This design comes from an exercise in tuning for small area, a short achievable clock period and few clock cycles per item on the open sky130 flow, not from production work.
Where RTL was checked, it was by simulation tests only, not by an equivalence proof against the original.

orange:
## cordic_sqrt_seq
module cordic_sqrt_seq (
 input         rstx,
 input         clk,
 input         start,
 input  [15:0] din,
 output        busy,
 output [15:0] dout
);
Size: roughly 900 cells after synthesis, about 69 flip-flops, ~36 I/O pins, roughly 7200 µm² of cells after synthesis.
==> module cordic_sqrt_seq, before the edit <==
module cordic_sqrt_seq (
 input         rstx,
 input         clk,
 input         start,
 input  [15:0] din,
 output        busy,
 output [15:0] dout
);
reg  [4:0] cnt;
wire       pre  = (din[15:13] != 3'd0);
wire [4:0] ncnt = start ? {3'd0, pre, ~pre} :
                  ((cnt == 5'd17) || (cnt == 5'd0)) ? 5'd0 : cnt + 5'd1;
always @(posedge clk or negedge rstx)
  if (!rstx) cnt <= 5'd0;
  else       cnt <= ncnt;
assign busy = (cnt != 5'd0);
reg [7:0] selx_n;   
reg [7:0] sely_n;   
reg       mm_n;     
reg       cord_n;   
reg       yx_n;     
always @(*) begin
  sely_n = 8'b00000001;
  case (ncnt)
  5'd1: sely_n = 8'b00000001;
  5'd2: sely_n = 8'b00000010;
  5'd3: sely_n = 8'b00000100;
  5'd4: sely_n = 8'b00001000;
  5'd5: sely_n = 8'b00001000;
  5'd6: sely_n = 8'b00010000;
  5'd7: sely_n = 8'b00100000;
  5'd8: sely_n = 8'b01000000;
  5'd9: sely_n = 8'b10000000;
  default: sely_n = 8'b00000001;
  endcase
  mm_n = 1'b0;
  case (ncnt)
  5'd10: begin selx_n = 8'b00000001; mm_n = 1'b0; end
  5'd11: begin selx_n = 8'b00000100; mm_n = 1'b1; end
  5'd12: begin selx_n = 8'b00001000; mm_n = 1'b1; end
  5'd13: begin selx_n = 8'b00000100; mm_n = 1'b0; end
  5'd14: begin selx_n = 8'b00000010; mm_n = 1'b0; end
  5'd15: begin selx_n = 8'b00000010; mm_n = 1'b1; end
  5'd16: begin selx_n = 8'b00000010; mm_n = 1'b1; end
  5'd17: begin selx_n = 8'b00000010; mm_n = 1'b0; end
  default: selx_n = sely_n;
  endcase
  cord_n = (ncnt != 5'd0) && (ncnt <= 5'd9);
  yx_n   = (ncnt >= 5'd9);
end
reg [7:0] selx, sely;
reg       cord, yx, rnd;
always @(posedge clk) begin
  selx <= selx_n;
  sely <= sely_n;
  cord <= cord_n;
  yx   <= yx_n;
  rnd  <= (ncnt == 5'd11);
end
reg  [20:0] X;
reg  [20:0] Y;
wire [28:0] yext = {{8{Y[20]}}, Y};
wire [28:0] xext = {8'd0, X};
reg  [20:0] ysh, xsh;
integer i, k;
always @(*) begin
  for (i = 0; i < 21; i = i + 1) begin
    ysh[i] = 1'b0;
    xsh[i] = 1'b0;
    for (k = 0; k < 8; k = k + 1) begin
      ysh[i] = ysh[i] | (selx[k] & yext[i + k + 1]);
      xsh[i] = xsh[i] | (sely[k] & xext[i + k + 1]);
    end
  end
  ysh[18] = ysh[18] | rnd;
end
reg         mx, cx, my;
wire [20:0] xsum, ysum;
pfx_add #(.W(21)) u_xadd (.a(X), .b(ysh ^ {21{mx}}), .ci(cx), .s(xsum));
pfx_add #(.W(21)) u_yadd (.a(Y), .b(xsh ^ {21{my}}), .ci(my), .s(ysum));
wire [17:0] dx = pre ? {2'd0, din} + 18'h06000 : {1'b0, din, 1'b0} + 18'h04000;
wire [17:0] dy = pre ? {2'd0, din} - 18'h06000 : {1'b0, din, 1'b0} - 18'h04000;
wire [20:0] x0 = {dx, 3'd0};
wire [20:0] y0 = {dy[17], dy, 3'd0};
wire        ny_pos = start ? ~y0[20] : busy ? ~(yx ? xsum[20] : ysum[20]) : ~Y[20];
always @(posedge clk) begin
  mx <= cord_n ? ny_pos : mm_n;
  cx <= cord_n & ny_pos;
  my <= ny_pos;
end
always @(posedge clk)
  if (start) begin
    X <= x0;
    Y <= y0;
  end else if (busy) begin
    if (cord) X <= xsum;
    Y <= yx ? xsum : ysum;
  end
assign dout = Y[19:4];
endmodule
==> module pfx_add, before the edit <==
module pfx_add #(parameter W = 21) (
 input  [W-1:0] a,
 input  [W-1:0] b,
 input          ci,
 output [W-1:0] s
);
wire [W-1:0] p0 = a ^ b;
reg  [W:0]   g, p, gn, pn;
integer i, d;
always @(*) begin
  g = {a & b, ci};
  p = {p0, 1'b0};
  for (d = 1; d < W + 1; d = d * 2) begin
    gn = g;
    pn = p;
    for (i = d; i < W + 1; i = i + 1) begin
      gn[i] = g[i] | (p[i] & g[i - d]);
      pn[i] = p[i] & p[i - d];
    end
    g = gn;
    p = pn;
  end
end
assign s = p0 ^ g[W-1:0];
endmodule
==> flow/config.mk <==
export PLATFORM = sky130hd
export DESIGN_NAME = cordic_sqrt_seq
export DESIGN_NICKNAME = cordic_sqrt_seq
export VERILOG_FILES = /design/flow/design.v
export SDC_FILE = /design/flow/constraint.sdc
export NUM_CORES = 4
export LEC_CHECK = 0
export CAP_MARGIN = 20
export CORE_MARGIN = 2
export CORE_UTILIZATION = 40
export CTS_BUF_LIST = sky130_fd_sc_hd__clkbuf_8
export SETUP_SLACK_MARGIN = 2.2
export SLEW_MARGIN = 20
==> flow/constraint.sdc <==
create_clock -name core_clock -period 6.0 [get_ports {clk}]
set_input_delay 1.2000 -clock core_clock [delete_from_list [all_inputs] [get_ports {clk}]]
set_output_delay 1.2000 -clock core_clock [all_outputs]
set_load 0.01 [all_outputs]
standard.sh (not shown) runs the stock make flow with config.mk's settings and CLKGATE_MAP_FILE= SYNTH_SCRIPT=/design/flow/synth_recipe.tcl, a recipe that flattens the netlist after the stock synthesis.
==> flow/flow/run.sh <==
#!/bin/bash
# Standard layout, with the port buffers made of buf_1 cells instead of the default.
set -euo pipefail
bash standard.sh "BUFFER_PORTS_ARGS=-buffer_cell sky130_fd_sc_hd__buf_1" finish > standard_flow.log 2>&1
orange has completed all stages; timing, DRC and antenna checks passed.
Here is what was changed in the inputs of purple compared with orange.
--- a/flow/design.v
+++ b/flow/design.v
@@ -53,14 +53,13 @@
  input         start,
  input  [15:0] din,
  output        busy,
  output [15:0] dout
 );
 reg  [4:0] cnt;
-wire       pre  = (din[15:13] != 3'd0);
-wire [4:0] ncnt = start ? {3'd0, pre, ~pre} :
+wire [4:0] ncnt = start ? 5'd1 :
                   ((cnt == 5'd17) || (cnt == 5'd0)) ? 5'd0 : cnt + 5'd1;
 always @(posedge clk or negedge rstx)
   if (!rstx) cnt <= 5'd0;
   else       cnt <= ncnt;
 assign busy = (cnt != 5'd0);
 reg [7:0] selx_n;   
@@ -124,16 +123,14 @@
   ysh[18] = ysh[18] | rnd;
 end
 reg         mx, cx, my;
 wire [20:0] xsum, ysum;
 pfx_add #(.W(21)) u_xadd (.a(X), .b(ysh ^ {21{mx}}), .ci(cx), .s(xsum));
 pfx_add #(.W(21)) u_yadd (.a(Y), .b(xsh ^ {21{my}}), .ci(my), .s(ysum));
-wire [17:0] dx = pre ? {2'd0, din} + 18'h06000 : {1'b0, din, 1'b0} + 18'h04000;
-wire [17:0] dy = pre ? {2'd0, din} - 18'h06000 : {1'b0, din, 1'b0} - 18'h04000;
-wire [20:0] x0 = {dx, 3'd0};
-wire [20:0] y0 = {dy[17], dy, 3'd0};
+wire [20:0] x0 = {{1'b0, din} + 17'h02000, 4'd0};
+wire [20:0] y0 = {{1'b0, din} - 17'h02000, 4'd0};
 wire        ny_pos = start ? ~y0[20] : busy ? ~(yx ? xsum[20] : ysum[20]) : ~Y[20];
 always @(posedge clk) begin
   mx <= cord_n ? ny_pos : mm_n;
   cx <= cord_n & ny_pos;
   my <= ny_pos;
 end
@@ -151,24 +148,24 @@
  input  [W-1:0] a,
  input  [W-1:0] b,
  input          ci,
  output [W-1:0] s
 );
 wire [W-1:0] p0 = a ^ b;
-reg  [W:0]   g, p, gn, pn;
+reg  [W:0]   g, p;
 integer i, d;
 always @(*) begin
   g = {a & b, ci};
   p = {p0, 1'b0};
-  for (d = 1; d < W + 1; d = d * 2) begin
-    gn = g;
-    pn = p;
-    for (i = d; i < W + 1; i = i + 1) begin
-      gn[i] = g[i] | (p[i] & g[i - d]);
-      pn[i] = p[i] & p[i - d];
+  for (d = 1; d < W + 1; d = d * 2)
+    for (i = 2 * d - 1; i < W + 1; i = i + 2 * d) begin
+      g[i] = g[i] | (p[i] & g[i - d]);
+      p[i] = p[i] & p[i - d];
     end
-    g = gn;
-    p = pn;
-  end
+  for (d = 16; d >= 1; d = d / 2)
+    for (i = 3 * d - 1; i < W + 1; i = i + 2 * d) begin
+      g[i] = g[i] | (p[i] & g[i - d]);
+      p[i] = p[i] & p[i - d];
+    end
 end
 assign s = p0 ^ g[W-1:0];
 endmodule
### Flow results
- purple did not stop at any stage, and its layout met the timing, DRC and antenna checks.
- purple gives less met3 wire length than orange did.
- The peak per-stage delay on the critical path of purple falls short of that of orange by 100 ps.
- Lower final critical-path share of the clock period was reported by orange, not purple.
- For the minimum hold slack, purple came in 64 ps higher than orange did.
- Going from orange to purple, instance count after placement with tap cells included fell 180; synthesized netlist cell count dropped 18%.
Function was not checked in any run of this note: the RTL went through the layout flow alone.

========
The RTL this note starts from:
==> flow/design.v <==
module mult(
 clk,
 rstx,
 mcand_is_signed,
 mlier_is_signed,
 start,
 mcand,
 mlier,
 prod,
 busy
);
parameter BW_CNT = 3,    
          BW_MCAND = 3,
          BW_MLIER = 4;
input                          clk;
input                          rstx;
input                          mcand_is_signed;
input                          mlier_is_signed;
input                          start;
input           [BW_MCAND-1:0] mcand;
input           [BW_MLIER-1:0] mlier;
output [BW_MCAND+BW_MLIER-1:0] prod;
output                         busy;
reg [BW_CNT-1:0] cnt;
wire cnt_eq_0 = (cnt == {BW_CNT{1'b0}});
always @(posedge clk or negedge rstx)
  if (~rstx)         cnt <= {BW_CNT{1'b0}};
  else if (start)    cnt <= BW_MLIER;
  else if (cnt_eq_0) cnt <= {BW_CNT{1'b0}};
  else               cnt <= cnt - {{(BW_CNT-1){1'b0}}, 1'd1};
wire cnt_eq_1 = (cnt == {{(BW_CNT-1){1'b0}}, 1'd1});
assign busy = ~cnt_eq_0;
wire last_stage_1 = cnt_eq_1 & mlier_is_signed;
reg [BW_MCAND+BW_MLIER-1:0] prod;
wire [BW_MCAND-1:0] prod1 = (prod[0] ? mcand : {BW_MCAND{1'b0}});
wire [BW_MCAND:0] sum = {   cnt_eq_1
                          ? mcand_is_signed | mlier_is_signed
                          : 1'b0
                        , prod[BW_MCAND+BW_MLIER-1:BW_MLIER] }
                      + { 1'b0
                        ,   {BW_MCAND{last_stage_1}}
                          ^ { prod1[BW_MCAND-1] ^ mcand_is_signed
                            , prod1[BW_MCAND-2:0] } }
                      + {{BW_MCAND{1'b0}}, last_stage_1};
always @(posedge clk or negedge rstx)
  if (~rstx)          prod <= {(BW_MCAND+BW_MLIER){1'b0}};
  else if (start)     prod <= {mcand_is_signed, {(BW_MCAND-1){1'b0}}, mlier};
  else if (~cnt_eq_0) prod <= {sum, prod[BW_MLIER-1:1]};
endmodule
module cordic_sqrt_seq (
 input         rstx,
 input         clk,
 input         start,
 input  [15:0] din,
 output        busy,
 output [15:0] dout
);
reg  [4:0] cnt;
wire [4:0] ncnt = start ? 5'd1 :
                  ((cnt == 5'd17) || (cnt == 5'd0)) ? 5'd0 : cnt + 5'd1;
always @(posedge clk or negedge rstx)
  if (!rstx) cnt <= 5'd0;
  else       cnt <= ncnt;
assign busy = (cnt != 5'd0);
reg [7:0] selx_n;   
reg [7:0] sely_n;   
reg       mm_n;     
reg       cord_n;   
reg       yx_n;     
always @(*) begin
  sely_n = 8'b00000001;
  case (ncnt)
  5'd1: sely_n = 8'b00000001;
  5'd2: sely_n = 8'b00000010;
  5'd3: sely_n = 8'b00000100;
  5'd4: sely_n = 8'b00001000;
  5'd5: sely_n = 8'b00001000;
  5'd6: sely_n = 8'b00010000;
  5'd7: sely_n = 8'b00100000;
  5'd8: sely_n = 8'b01000000;
  5'd9: sely_n = 8'b10000000;
  default: sely_n = 8'b00000001;
  endcase
  mm_n = 1'b0;
  case (ncnt)
  5'd10: begin selx_n = 8'b00000001; mm_n = 1'b0; end
  5'd11: begin selx_n = 8'b00000100; mm_n = 1'b1; end
  5'd12: begin selx_n = 8'b00001000; mm_n = 1'b1; end
  5'd13: begin selx_n = 8'b00000100; mm_n = 1'b0; end
  5'd14: begin selx_n = 8'b00000010; mm_n = 1'b0; end
  5'd15: begin selx_n = 8'b00000010; mm_n = 1'b1; end
  5'd16: begin selx_n = 8'b00000010; mm_n = 1'b1; end
  5'd17: begin selx_n = 8'b00000010; mm_n = 1'b0; end
  default: selx_n = sely_n;
  endcase
  cord_n = (ncnt != 5'd0) && (ncnt <= 5'd9);
  yx_n   = (ncnt >= 5'd9);
end
reg [7:0] selx, sely;
reg       cord, yx, rnd;
always @(posedge clk) begin
  selx <= selx_n;
  sely <= sely_n;
  cord <= cord_n;
  yx   <= yx_n;
  rnd  <= (ncnt == 5'd11);
end
reg  [20:0] X;
reg  [20:0] Y;
wire [28:0] yext = {{8{Y[20]}}, Y};
wire [28:0] xext = {8'd0, X};
reg  [20:0] ysh, xsh;
integer i, k;
always @(*) begin
  for (i = 0; i < 21; i = i + 1) begin
    ysh[i] = 1'b0;
    xsh[i] = 1'b0;
    for (k = 0; k < 8; k = k + 1) begin
      ysh[i] = ysh[i] | (selx[k] & yext[i + k + 1]);
      xsh[i] = xsh[i] | (sely[k] & xext[i + k + 1]);
    end
  end
  ysh[18] = ysh[18] | rnd;
end
reg         mx, cx, my;
wire [20:0] xsum, ysum;
pfx_add #(.W(21)) u_xadd (.a(X), .b(ysh ^ {21{mx}}), .ci(cx), .s(xsum));
pfx_add #(.W(21)) u_yadd (.a(Y), .b(xsh ^ {21{my}}), .ci(my), .s(ysum));
wire [20:0] x0 = {{1'b0, din} + 17'h02000, 4'd0};
wire [20:0] y0 = {{1'b0, din} - 17'h02000, 4'd0};
wire        ny_pos = start ? ~y0[20] : busy ? ~(yx ? xsum[20] : ysum[20]) : ~Y[20];
always @(posedge clk) begin
  mx <= cord_n ? ny_pos : mm_n;
  cx <= cord_n & ny_pos;
  my <= ny_pos;
end
always @(posedge clk)
  if (start) begin
    X <= x0;
    Y <= y0;
  end else if (busy) begin
    if (cord) X <= xsum;
    Y <= yx ? xsum : ysum;
  end
assign dout = Y[19:4];
endmodule
module pfx_add #(parameter W = 21) (
 input  [W-1:0] a,
 input  [W-1:0] b,
 input          ci,
 output [W-1:0] s
);
wire [W-1:0] p0 = a ^ b;
reg  [W:0]   g, p, gn, pn;
integer i, d, j;
always @(*) begin
  g = {a & b, ci};
  p = {p0, 1'b0};
  for (d = 1; d < W + 1; d = d * 2) begin
    gn = g;
    pn = p;
    for (i = 0; i < W + 1; i = i + 1) begin
      if ((i / d) % 2 == 1) begin
        j = (i / d) * d - 1;
        gn[i] = g[i] | (p[i] & g[j]);
        pn[i] = p[i] & p[j];
      end
    end
    g = gn;
    p = pn;
  end
end
assign s = p0 ^ g[W-1:0];
endmodule
==> flow/config.mk <==
export PLATFORM = sky130hd
export DESIGN_NAME = cordic_sqrt_seq
export DESIGN_NICKNAME = cordic_sqrt_seq
export VERILOG_FILES = /design/flow/design.v
export SDC_FILE = /design/flow/constraint.sdc
export NUM_CORES = 4
export LEC_CHECK = 0
export CAP_MARGIN = 20
export CORE_MARGIN = 2
export CORE_UTILIZATION = 40
export CTS_BUF_LIST = sky130_fd_sc_hd__clkbuf_8
export SETUP_SLACK_MARGIN = 2.0
export SLEW_MARGIN = 20
==> flow/constraint.sdc <==
create_clock -name core_clock -period 6.0 [get_ports {clk}]
set_input_delay 1.2000 -clock core_clock [delete_from_list [all_inputs] [get_ports {clk}]]
set_output_delay 1.2000 -clock core_clock [all_outputs]
set_load 0.01 [all_outputs]
Scripts as last shown in full above: flow/flow/run.sh
Testbench counts at the start, summed over its fixed seeds: cycles 144,000, items 8,000.
Edit:
--- a/flow/design.v
+++ b/flow/design.v
@@ -150,23 +150,20 @@
  input          ci,
  output [W-1:0] s
 );
 wire [W-1:0] p0 = a ^ b;
 reg  [W:0]   g, p, gn, pn;
-integer i, d, j;
+integer i, d;
 always @(*) begin
   g = {a & b, ci};
   p = {p0, 1'b0};
   for (d = 1; d < W + 1; d = d * 2) begin
     gn = g;
     pn = p;
-    for (i = 0; i < W + 1; i = i + 1) begin
-      if ((i / d) % 2 == 1) begin
-        j = (i / d) * d - 1;
-        gn[i] = g[i] | (p[i] & g[j]);
-        pn[i] = p[i] & p[j];
-      end
+    for (i = d; i < W + 1; i = i + 1) begin
+      gn[i] = g[i] | (p[i] & g[i - d]);
+      pn[i] = p[i] & p[i - d];
     end
     g = gn;
     p = pn;
   end
 end
What happened:
- cell area climbs by about 2.6%
- setup slack improves by 0.058 ns
- synthesized cell count came out higher by 7.5%
- critical path depth is lower by 1
- worst hold slack gets worse by 0.036 ns
- clock-buffer cell count stays the same
Testbench counts after the change, summed over its fixed seeds: cycles 144,000, items 8,000.

==> afterwards: timing with drivers on the ports <==
The results above use ideal ports. As a check the final layouts listed here were re-extracted and re-timed, cells and wires unchanged.
Step 1, drivers: a clkbuf_16 drives clk and a buf_2 each remaining input, both assumed.
Step 2 also shifts input and output timing later by t, the mid clock arrival at the registers, as if the neighbouring blocks saw the same clock.
Slacks: no drivers / after step 1 / after step 2; pairs: no drivers / after step 1.
| run | shift t [ns] | setup slack, ns | worst setup path at the end |
|---|---|---|---|
| orange | 0.427 | 2.255 / 2.255 / 2.162 | input to register |
| purple | 0.417 | 1.970 / 1.970 / 1.970 | register to register |
| the first run of note 2 | 0.413 | 2.130 / 2.130 / 2.130 | register to register |
| the second run of note 2 | 0.411 | 2.188 / 2.188 / 2.188 | register to register |
After both steps every run listed still meets setup and hold. For orange, which loses most, drivers alone change the setup slack by 0.000 ns; drivers and shift together by -0.093 ns.
